From an optimization exercise on the open Yosys and OpenROAD flow, aimed at small area; shortcuts taken in it are not production practice.
Function was checked by simulation only, so behaviour that the tests miss may differ from the original.
The flow treats the clock pin as an ideal source, which a real chip does not have.
Power figures rest on the tool's default switching activity, not on a simulated workload.

==> module ball_low, before the edit <==
module ball_low #(parameter [1:0] K = 2'b11) (
	input [1:0] q, input [1:0] vm1, input dir, input en, input rst,
	output [1:0] d, output t);
wire p0 = ~(q[0] ^ dir);
wire p1 = ~(q[1] ^ dir);
wire c1 = p0 | vm1[0];
wire h = vm1[1] ^ c1;
wire y1 = q[1] ^ (en & h);
wire y0 = q[0] ^ (en & ~vm1[0]);
assign d = rst ? K : {y1, y0};
assign t = en & ((p1 & vm1[1]) | (p1 & c1) | (vm1[1] & c1));
endmodule
==> module edge_cmp, before the edit <==
module edge_cmp #(parameter N = 10) (input [N-1:0] a, input [N-1:0] bn, output e0, output e8, output e16);
wire [N-1:0] xx;
genvar i;
generate for (i=0;i<N;i=i+1) begin: gx
	xnor2m u (.a(a[i]), .b(bn[i]), .y(xx[i]));
end endgenerate
wire [N:4] m;       
assign m[4] = 1'b1;
generate for (i=4;i<N;i=i+1) begin: gm
	assign m[i+1] = m[i] & ~bn[i];
end endgenerate
wire [N-1:5] ok;    
assign ok = ~(xx[N-1:5] ^ m[N-1:5]);
wire low3eq = ~|xx[2:0];
wire z_hi = ~|xx[N-1:4];
wire e_hi = xx[4] & (&ok) & ~m[N];
assign e0  = low3eq & ~xx[3] & z_hi;
assign e16 = low3eq & ~xx[3] & e_hi;
assign e8  = low3eq &  xx[3] & (bn[3] ? z_hi : e_hi);
endmodule
clock: 10.0 ns
lec_check: 0
cap_margin: 20
core_margin: 2
core_utilization: 70
slew_margin: 20
synth_hierarchical: 1
standard.sh (not shown) runs the stock make flow with config.mk's settings and CLKGATE_MAP_FILE= SYNTH_SCRIPT=/design/flow/synth_recipe.tcl, a recipe that flattens the netlist after the stock synthesis.
==> flow/flow/run.sh <==
#!/bin/bash
# The standard layout (standard.sh, with its synthesis unchanged), with these
# changes to the physical steps:
#  - after the floorplan, combinational cells that synthesis sized up are
#    sized down to the smallest cell of their footprint (flow/downsize.tcl);
#    the placement repair steps then fix any slew or capacitance limit;
#  - the smallest buffer (buf_1) on each input and output port;
#  - a clock tree of clkbuf_4 without the dummy loads CTS adds to balance it,
#    with its root and its slowest leaves made clkbuf_8 (flow/resize_ct.tcl).
# make's output goes to standard.log; each ORFS step logs to orfs/logs/.
set -euo pipefail
here=$(pwd)
bash standard.sh \
  POST_FLOORPLAN_TCL="$here/flow/downsize.tcl" \
  BUFFER_PORTS_ARGS="-buffer_cell sky130_fd_sc_hd__buf_1" \
  CTS_ARGS="-sink_clustering_enable -repair_clock_nets -dont_use_dummy_load -buf_list sky130_fd_sc_hd__clkbuf_4" \
  POST_CTS_TCL="$here/flow/resize_ct.tcl" \
  finish > standard.log 2>&1
Other scripts of this flow, unchanged in this note and not shown: flow/flow/downsize.tcl, flow/flow/resize_ct.tcl
Edit:
--- a/flow/design.v
+++ b/flow/design.v
@@ -189,10 +189,11 @@
 	input [1:0] q, input [1:0] vm1, input dir, input en, input rst,
 	output [1:0] d, output t);
-wire p0 = ~(q[0] ^ dir);
-wire p1 = ~(q[1] ^ dir);
+wire p0, p1, h, y0, y1;
+xnor2m x_p0 (.a(q[0]), .b(dir), .y(p0));
+xnor2m x_p1 (.a(q[1]), .b(dir), .y(p1));
 wire c1 = p0 | vm1[0];
-wire h = vm1[1] ^ c1;
-wire y1 = q[1] ^ (en & h);
-wire y0 = q[0] ^ (en & ~vm1[0]);
+xor2m x_h  (.a(vm1[1]), .b(c1), .y(h));
+xor2m x_y1 (.a(q[1]), .b(en & h), .y(y1));
+xor2m x_y0 (.a(q[0]), .b(en & ~vm1[0]), .y(y0));
 assign d = rst ? K : {y1, y0};
 assign t = en & ((p1 & vm1[1]) | (p1 & c1) | (vm1[1] & c1));
@@ -235,5 +236,7 @@
 end endgenerate
 wire [N-1:5] ok;    
-assign ok = ~(xx[N-1:5] ^ m[N-1:5]);
+generate for (i=5;i<N;i=i+1) begin: go
+	xnor2m u (.a(xx[i]), .b(m[i]), .y(ok[i]));
+end endgenerate
 wire low3eq = ~|xx[2:0];
 wire z_hi = ~|xx[N-1:4];
The new run finished clean.
Power is higher by 2.1%.
Register-to-register slack improves by 0.11 ns.
Setup slack gets worse by 0.16 ns.
Clock-buffer cell count is unchanged.
Sequential power is about the same.
Flip-flop and latch count is unchanged.
Routed wire length increases by 1.8%.
Global-route usage climbs by 0.88 points.
Sequential share of layout area falls by 0.20 points.
Utilization came out higher by 0.39 points.
Design area climbs by 0.51%.
Critical path depth does not change.
Hold slack is worse by 0.0031 ns.

== main ==
Another version of the RTL of pong_core (not shown whole).
Size: about 410 cells after synthesis, roughly 35 I/O pins.
==> flow/design.v (excerpt) <==
module pong_core(clk,BTN_EAST, BTN_WEST, Reset, CounterX, CounterY, inDisplayArea, vga_R, vga_G, vga_B, oLed);
==> module pong_core, before the edit <==
module pong_core(clk,BTN_EAST, BTN_WEST, Reset, CounterX, CounterY, inDisplayArea, vga_R, vga_G, vga_B, oLed);
input clk;
input wire BTN_EAST, BTN_WEST;
input Reset;
input wire [9:0] CounterX;
input wire [8:0] CounterY;
input wire inDisplayArea;
output vga_R, vga_G, vga_B;
output wire [7:0] oLed;
reg [7:0] oLedCount;
reg [2:0] PaddleBlock;       
reg [9:0] ballXn;            
reg [8:0] ballYn;
wire [9:0] ballX = ~ballXn;
wire [8:0] ballY = ~ballYn;
reg ball_inX, ball_inY;
reg ball_dirX, ball_dirY;
wire left, right;
debounce deboright(.PB(BTN_EAST), .clk(clk), .Reset(Reset), .Reset_n(~Reset), .PB_state(),.PB_down(right),.PB_up());
debounce deboleft (.PB(BTN_WEST), .clk(clk), .Reset(Reset), .Reset_n(~Reset), .PB_state(),.PB_down(left),.PB_up());
wire [2:0] PaddleBlock_d;
paddle_next pn (.p(PaddleBlock), .left(left), .right(right), .rst(Reset), .rst_n(~Reset), .d(PaddleBlock_d));
always @(posedge clk) PaddleBlock <= PaddleBlock_d;
wire x0, x8, x16, y0, y8, y16;
edge_cmp #(.N(10)) cmpx (.a(CounterX), .bn(ballXn), .e0(x0), .e8(x8), .e16(x16));
edge_cmp #(.N(9))  cmpy (.a(CounterY), .bn(ballYn), .e0(y0), .e8(y8), .e16(y16));
always @(posedge clk)
if(Reset)
	ball_inX <= 0;
else if(ball_inX==0)
	ball_inX <= x0 & ball_inY;
else
	ball_inX <= !x16;
always @(posedge clk)
if(Reset)
	ball_inY <= 0;
else if(ball_inY==0)
	ball_inY <= y0;
else
	ball_inY <= !y16;
wire ball = ball_inX & ball_inY;
wire border, paddle, rc_d;
raster_dec rd (.cx(CounterX), .cy(CounterY), .p(PaddleBlock), .rst(Reset), .border(border), .paddle(paddle), .rc_d(rc_d));
wire BouncingObject = border | paddle;
reg ResetCollision;
always @(posedge clk) ResetCollision <= rc_d;
reg CollisionX1, CollisionX2, CollisionY1, CollisionY2;
always @(posedge clk) if(ResetCollision | Reset) CollisionX1<=0; else if(BouncingObject & x0  & y8 ) CollisionX1<=1;
always @(posedge clk) if(ResetCollision | Reset) CollisionX2<=0; else if(BouncingObject & x16 & y8 ) CollisionX2<=1;
always @(posedge clk) if(ResetCollision | Reset) CollisionY1<=0; else if(BouncingObject & x8  & y0 ) CollisionY1<=1;
always @(posedge clk) if(ResetCollision | Reset) CollisionY2<=0; else if(BouncingObject & x8  & y16) CollisionY2<=1;
wire bottomOnDown   = (ballY[8:3] == 6'd57);
wire bottomOnBorder = bottomOnDown | (ballX[9:3] == 7'd78);
wire collisionDown   = CollisionY2 & bottomOnDown;
wire collisionPaddle = CollisionY2 & ~bottomOnBorder;
wire UpdateBallPosition = ResetCollision;
reg newGame;
always @(posedge clk)
	if (Reset | collisionDown) newGame<=0; else newGame<=1;
wire en = UpdateBallPosition & newGame;
reg [1:0] velm1;     
wire [7:0] c = oLedCount;
wire [1:0] velm1_new;
vel_of vt (.c(c), .velm1(velm1_new));
wire enx = en & ~(CollisionX1 & CollisionX2);
wire eny = en & ~(CollisionY1 & CollisionY2);
wire [9:0] ballXn_d;
wire [8:0] ballYn_d;
wire [10:2] tx;    
wire [9:2] ty;
ball_low #(.K(2'b11)) lowx (.q(ballXn[1:0]), .vm1(velm1), .dir(ball_dirX), .en(enx), .rst(Reset), .d(ballXn_d[1:0]), .t(tx[2]));
ball_low #(.K(2'b11)) lowy (.q(ballYn[1:0]), .vm1(velm1), .dir(ball_dirY), .en(eny), .rst(Reset), .d(ballYn_d[1:0]), .t(ty[2]));
genvar i;
generate for (i=2;i<10;i=i+1) begin: gx
	ball_bit #(.K((~10'd312 >> i) & 1), .P(i & 1)) u (.q(ballXn[i]), .t(tx[i]), .dir(ball_dirX), .rst(Reset), .rst_n(~Reset), .d(ballXn_d[i]), .to(tx[i+1]));
end endgenerate
generate for (i=2;i<9;i=i+1) begin: gy
	ball_bit #(.K((~9'd200 >> i) & 1), .P(i & 1)) u (.q(ballYn[i]), .t(ty[i]), .dir(ball_dirY), .rst(Reset), .rst_n(~Reset), .d(ballYn_d[i]), .to(ty[i+1]));
end endgenerate
wire [7:0] led_d;
wire [8:0] tl;
assign tl[0] = en & collisionPaddle;
generate for (i=0;i<8;i=i+1) begin: gl
	cnt_bit #(.P(i & 1)) u (.c(oLedCount[i]), .t(tl[i]), .rst(Reset), .d(led_d[i]), .to(tl[i+1]));
end endgenerate
always @(posedge clk) oLedCount <= led_d;
always @(posedge clk)
begin
	ballXn <= ballXn_d;
	ballYn <= ballYn_d;
end
always @(posedge clk)
if(Reset)
begin
	velm1 <= 0;
	ball_dirX <= 0;
	ball_dirY <= 0;
end
else
begin
	if (en) velm1 <= velm1_new;
	if (enx & CollisionX2) ball_dirX <= 1; else if (enx & CollisionX1) ball_dirX <= 0;
	if (eny & CollisionY2) ball_dirY <= 1; else if (eny & CollisionY1) ball_dirY <= 0;
end
assign oLed = oLedCount;
reg vga_RB, vga_G;
always @(posedge clk)
if(Reset)
begin
  vga_RB <= 0;
  vga_G <= 0;
end
else
begin
  vga_RB <= (BouncingObject | ball) & inDisplayArea;
  vga_G <= BouncingObject & inDisplayArea;
end
assign vga_R = vga_RB;
assign vga_B = vga_RB;
endmodule
==> module vel_of, before the edit <==
module vel_of(input [7:0] c, output [1:0] velm1);
assign velm1 = (c <= 8'd9) ? 2'd0 : (c <= 8'd19) ? 2'd1 : (c <= 8'd25) ? 2'd2 : 2'd3;
endmodule
Settings: LEC_CHECK=0, CAP_MARGIN=20, CORE_MARGIN=2, CORE_UTILIZATION=70, SLEW_MARGIN=20, SYNTH_HIERARCHICAL=1; clock period 10.0 ns.
==> flow/flow/downsize.tcl <==
# Downsize every combinational cell that synthesis sized up (drive > 1) to
# the smallest cell of the same footprint; buffers, inverters, clock cells
# and registers are left alone. Timing has a large margin at this period;
# the later repair steps fix any slew or capacitance limit this breaks.
set ::downsize_count 0
set ::downsize_saved 0.0
foreach inst [[ord::get_db_block] getInsts] {
  set master [$inst getMaster]
  set name [$master getName]
  if { ![regexp {^(sky130_fd_sc_hd__[a-z0-9]+)_([0-9]+)$} $name -> base size] } { continue }
  if { $size <= 1 } { continue }
  if { [regexp {__(buf|inv|clk|dly|df|edf|sdf|dl|conb|tap|fill|decap|bufinv|probe|lpflow|mux2)} $base] } {
    if { ![string match "*__mux2*" $base] } { continue }
  }
  set best ""
  set best_area 1e9
  foreach s {0 1 2} {
    set m [[ord::get_db] findMaster ${base}_$s]
    if { $m eq "NULL" || $m eq "" } { continue }
    if { $s >= $size } { continue }
    set a [expr {[$m getWidth] * [$m getHeight]}]
    if { $a < $best_area } { set best $m; set best_area $a }
  }
  if { $best eq "" } { continue }
  set old_area [expr {[$master getWidth] * [$master getHeight]}]
  if { [$inst swapMaster $best] } {
    incr ::downsize_count
    set ::downsize_saved [expr {$::downsize_saved + ($old_area - $best_area) / 1e6}]
  }
}
puts "downsize: $::downsize_count cells, [format %.1f $::downsize_saved] um2"
==> flow/flow/resize_ct.tcl <==
set db [ord::get_db]
set block [ord::get_db_block]
set big [$db findMaster sky130_fd_sc_hd__clkbuf_8]
set clk_net [[$block findBTerm clk] getNet]
foreach it [$clk_net getITerms] {
  set inst [$it getInst]
  if { [string match "sky130_fd_sc_hd__clkbuf_*" [[$inst getMaster] getName]] } { $inst swapMaster $big }
}
estimate_parasitics -placement
set n_up 0
foreach inst [$block getInsts] {
  if { [[$inst getMaster] getName] ne "sky130_fd_sc_hd__clkbuf_4" } { continue }
  set net [[$inst findITerm X] getNet]
  set worst 0.0
  foreach it [$net getITerms] {
    if { ![$it isInputSignal] } { continue }
    set s [get_property [get_pins [$it getName /]] slew_max]
    if { $s > $worst } { set worst $s }
  }
  if { $worst > 0.115 } { $inst swapMaster $big; incr n_up }
}
puts "resize_ct: $n_up leaf buffers made clkbuf_8"
detailed_placement
estimate_parasitics -placement
Scripts as last shown in full above: flow/flow/run.sh
For the feature branch, these inputs were changed with respect to main:
diff --git a/flow/design.v b/flow/design.v
--- a/flow/design.v
+++ b/flow/design.v
@@ -126,8 +126,8 @@
 	if (Reset | collisionDown) newGame<=0; else newGame<=1;
 wire en = UpdateBallPosition & newGame;
-reg [1:0] velm1;     
+reg fresh;
 wire [7:0] c = oLedCount;
-wire [1:0] velm1_new;
-vel_of vt (.c(c), .velm1(velm1_new));
+wire [1:0] velm1;    
+vel_table vt (.c(c), .fresh(fresh), .velm1(velm1));
 wire enx = en & ~(CollisionX1 & CollisionX2);
 wire eny = en & ~(CollisionY1 & CollisionY2);
@@ -160,5 +160,5 @@
 if(Reset)
 begin
-	velm1 <= 0;
+	fresh <= 0;
 	ball_dirX <= 0;
 	ball_dirY <= 0;
@@ -166,5 +166,5 @@
 else
 begin
-	if (en) velm1 <= velm1_new;
+	if (en) fresh <= collisionPaddle;
 	if (enx & CollisionX2) ball_dirX <= 1; else if (enx & CollisionX1) ball_dirX <= 0;
 	if (eny & CollisionY2) ball_dirY <= 1; else if (eny & CollisionY1) ball_dirY <= 0;
@@ -243,6 +243,11 @@
 assign e8  = low3eq &  xx[3] & (bn[3] ? z_hi : e_hi);
 endmodule
-module vel_of(input [7:0] c, output [1:0] velm1);
-assign velm1 = (c <= 8'd9) ? 2'd0 : (c <= 8'd19) ? 2'd1 : (c <= 8'd25) ? 2'd2 : 2'd3;
+module vel_table(input [7:0] c, input fresh, output [1:0] velm1);
+wire hi = |c[7:5];
+wire [4:0] l = c[4:0];
+wire v1 = ~hi & (fresh ? (l >= 1 && l <= 10) : (l <= 9));
+wire v2 = ~hi & (fresh ? (l >= 11 && l <= 20) : (l >= 10 && l <= 19));
+wire v3 = ~hi & (fresh ? (l >= 21 && l <= 26) : (l >= 20 && l <= 25));
+assign velm1 = v1 ? 2'd0 : v2 ? 2'd1 : v3 ? 2'd2 : 2'd3;
 endmodule
 module paddle_next(input [2:0] p, input left, input right, input rst, input rst_n, output [2:0] d);
### Flow results
Result: PASS for each of main and the feature branch
Worst slew slack as a fraction of its limit on the feature branch is up relative to main.
Compared with main, the feature branch has extra setup slack.
The feature branch ends up with a number of fill cells in the layout that is 9.7% lower than in main.
Worst ir drop on vdd up about 50% in the feature branch wrt main
[diff] clock-net power, the feature branch relative to main: improvement
Relative to main, number of DRC markers after the initial detailed-route iteration increased by about 19% in the feature branch.
Routed metal-1 wirelength essentially unchanged between the feature branch and main.

==> separate check: timing with driven ports <==
No port has a modelled driver above. Below, the same layouts with a new extraction and two added sets of constraints.
Step 1, drivers: a clkbuf_16 drives clk and a buf_2 each remaining input, both assumed.
Step 2 adds t to the input delays and takes it off the output delays; t is the mean of the earliest and latest rising clock arrival at the registers after step 1. Input paths then give back, and output paths get back, about the clock's delay inside the block.
a / b / c = no drivers / after step 1 / after step 2; a / b = the first two.
run | t, ns | setup WS [ns] | hold slack, ns | clock arrival spread, ns | worst register clock-pin slew, ns
the first run of note 1 | 0.372 | 6.519 / 6.528 / 6.156 | 0.368 / 0.368 / 0.368 | 0.032 / 0.032 | 0.10 / 0.10
the second run of note 1 | 0.369 | 6.359 / 6.364 / 5.995 | 0.365 / 0.365 / 0.365 | 0.029 / 0.030 | 0.10 / 0.10
main | 0.363 | 6.384 / 6.382 / 6.019 | 0.358 / 0.358 / 0.358 | 0.028 / 0.027 | 0.10 / 0.10
the feature branch | 0.369 | 6.513 / 6.522 / 6.152 | 0.368 / 0.368 / 0.368 | 0.025 / 0.025 | 0.10 / 0.10
After both steps every run listed still meets setup and hold. For main, which loses most, drivers alone change the setup slack by -0.002 ns; drivers and shift together by -0.365 ns.
